Background: an optimization exercise with open tools, aiming at small area. Do not read the settings as production practice.

run 1:
## mulNbit
module mulNbit(a, b, clk, cin, rst, sum, cout);
	parameter N = 32;
	input [N-1:0] a, b;
	input cin, clk, rst;
	output reg [N-1:0] sum;
	output reg cout;
  ...
export LEC_CHECK = 0
export CAP_MARGIN = 10
export CORE_MARGIN = 2
export CORE_UTILIZATION = 70
export CTS_BUF_LIST = sky130_fd_sc_hd__clkbuf_4 sky130_fd_sc_hd__clkbuf_8
export GPL_TIMING_DRIVEN = 0
export PLACE_DENSITY = 0.8
export SETUP_SLACK_MARGIN = 0.05
export SLEW_MARGIN = 10
export SYNTH_HIERARCHICAL = 1
export SYNTH_MINIMUM_KEEP_SIZE = 0
create_clock -name core_clock -period 8.5 [get_ports {clk}]
standard.sh (not shown) runs the stock make flow with config.mk's settings and CLKGATE_MAP_FILE= SYNTH_SCRIPT=/design/flow/synth_recipe.tcl, a recipe that flattens the netlist after the stock synthesis.
==> flow/flow/run.sh <==
#!/bin/bash
# The standard layout (standard.sh) with two changes:
#  - after the standard synthesis, every combinational cell is set to the
#    smallest drive strength of its family (flow/downsize.py); the resizer
#    in placement, CTS and routing upsizes what timing needs;
#  - the port buffers are the smallest buffer cell.
set -euo pipefail
ARGS=(BUFFER_PORTS_ARGS="-buffer_cell sky130_fd_sc_hd__buf_1")
R=orfs/results/sky130hd/mulNbit/base
bash standard.sh "${ARGS[@]}" synth > synth.log 2>&1
cp $R/1_2_yosys.v 1_2_yosys.standard.v
python3 flow/downsize.py "$FLOW_HOME/platforms/sky130hd/lib/sky130_fd_sc_hd__tt_025C_1v80.lib" $R/1_2_yosys.v > downsize.log 2>&1
rm -f $R/1_synth.odb $R/1_synth.sdc
bash standard.sh "${ARGS[@]}" finish > standard.log 2>&1
Other scripts of this flow, unchanged in this note and not shown: flow/flow/downsize.py
[inputs] run 2 vs run 1
Settings: changing GPL_TIMING_DRIVEN from 0 to 1; changing CORE_UTILIZATION from 70 to 60.
## What came out
- Comparing run 1 and run 2, the higher buffer count excluding the clock tree in the final layout is on run 2.
- Effective utilization at floorplan, run 1 and run 2, lower one = run 2.
- Comparing run 2 with run 1, the total detailed-routing wirelength came out essentially unchanged.
- Compared run 2 vs run 1, and final worst-path cycle share is down in run 2.
- Looking at horizontal die dimension, run 2 sits 7.8% higher than run 1 does.
- Per the comparison of run 2 with run 1, setup slack now sits higher, cell area after layout now sits higher.
Input-level comparison between run 3 and run 2:
Settings: GPL_TIMING_DRIVEN changed from 1 to 0.
diff --git a/flow/flow/run.sh b/flow/flow/run.sh
--- a/flow/flow/run.sh
+++ b/flow/flow/run.sh
@@ -4,7 +4,8 @@
 #    smallest drive strength of its family (flow/downsize.py); the resizer
 #    in placement, CTS and routing upsizes what timing needs;
-#  - the port buffers are the smallest buffer cell.
+#  - the port buffers are the smallest buffer cell;
+#  - after global routing, non-critical cells are downsized (RECOVER_POWER).
 set -euo pipefail
-ARGS=(BUFFER_PORTS_ARGS="-buffer_cell sky130_fd_sc_hd__buf_1")
+ARGS=(BUFFER_PORTS_ARGS="-buffer_cell sky130_fd_sc_hd__buf_1" RECOVER_POWER=100)
 R=orfs/results/sky130hd/mulNbit/base
 bash standard.sh "${ARGS[@]}" synth > synth.log 2>&1
What run 2 reported for non-clock buffer count has to be multiplied by 0.63 to get the figure for run 3.
Relative to run 2, routing usage on met3 has increased by 0.58 points in run 3.
Cmp run 3 vs run 2: worst slew margin relative to its limit lower in run 3
Taking run 2 as the reference, in run 3 TritonCTS buffer count did not really move; highest clock frequency the design can meet went down.
Changes observed in run 3 relative to run 2: global routing usage on met2 saw a decrease; clock network area share did not really move.
Setup changes, run 3 to run 4
Settings: CTS_BUF_LIST: sky130_fd_sc_hd__clkbuf_4 sky130_fd_sc_hd__clkbuf_8 -> sky130_fd_sc_hd__clkbuf_8; CTS_CLUSTER_SIZE: unset -> 20.
diff --git a/flow/flow/run.sh b/flow/flow/run.sh
--- a/flow/flow/run.sh
+++ b/flow/flow/run.sh
@@ -4,8 +4,7 @@
 #    smallest drive strength of its family (flow/downsize.py); the resizer
 #    in placement, CTS and routing upsizes what timing needs;
-#  - the port buffers are the smallest buffer cell;
-#  - after global routing, non-critical cells are downsized (RECOVER_POWER).
+#  - the port buffers are the smallest buffer cell.
 set -euo pipefail
-ARGS=(BUFFER_PORTS_ARGS="-buffer_cell sky130_fd_sc_hd__buf_1" RECOVER_POWER=100)
+ARGS=(BUFFER_PORTS_ARGS="-buffer_cell sky130_fd_sc_hd__buf_1")
 R=orfs/results/sky130hd/mulNbit/base
 bash standard.sh "${ARGS[@]}" synth > synth.log 2>&1
### Flow results
Compared run 3 against run 4; global-route wire length before repair within noise.
Looking only at clock-buffer cell count, and setting everything else aside, the lower value of run 3 and run 4 goes to run 4.
Going from run 3 to run 4, met2 usage rose by 0.70 points, core utilization stayed essentially flat, design area stayed essentially flat.
Per the comparison of run 4 with run 3, least setup slack across all paths after layout down 13 ps.
No run of this note included a check of the RTL's function; only the layout flow was run.

-- port drivers added, routing unchanged --
The flow's constraints put no driver on any port. The routed layouts listed below were extracted and timed again, unchanged, in two steps. Step 1 (the two cells are an assumption about what drives the block):
set clk [get_ports {clk}]
set_driving_cell -lib_cell sky130_fd_sc_hd__clkbuf_16 $clk
set_driving_cell -lib_cell sky130_fd_sc_hd__buf_2 [delete_from_list [all_inputs] $clk]
Step 2 moves the port delays by t, midway between the first and last clock arrival at a register: inputs arrive t later, outputs are due t later. That takes back most of the time a late clock gives input paths. a / b / c = no drivers / after step 1 / after step 2; a / b = the first two.
run | t (ns) | slack for setup (ns) | clock arrival spread, ns | slew at the worst register clock pin (ns) | cell pins on the clock port's net
run 1 | 0.374 | 0.268 / 0.283 / -0.091 | 0.025 / 0.026 | 0.11 / 0.11 | 1
run 2 | 0.362 | 0.833 / 0.849 / 0.486 | 0.011 / 0.011 | 0.08 / 0.08 | 1
run 3 | 0.361 | 0.312 / 0.319 / -0.042 | 0.011 / 0.011 | 0.09 / 0.09 | 1
run 4 | 0.353 | 0.299 / 0.305 / -0.048 | 0.011 / 0.011 | 0.09 / 0.09 | 1
Met with ideal ports but missed after step 2: setup timing in run 1, run 3 and run 4. For run 1, which loses most, drivers alone change the setup slack by +0.015 ns; drivers and shift together by -0.359 ns.
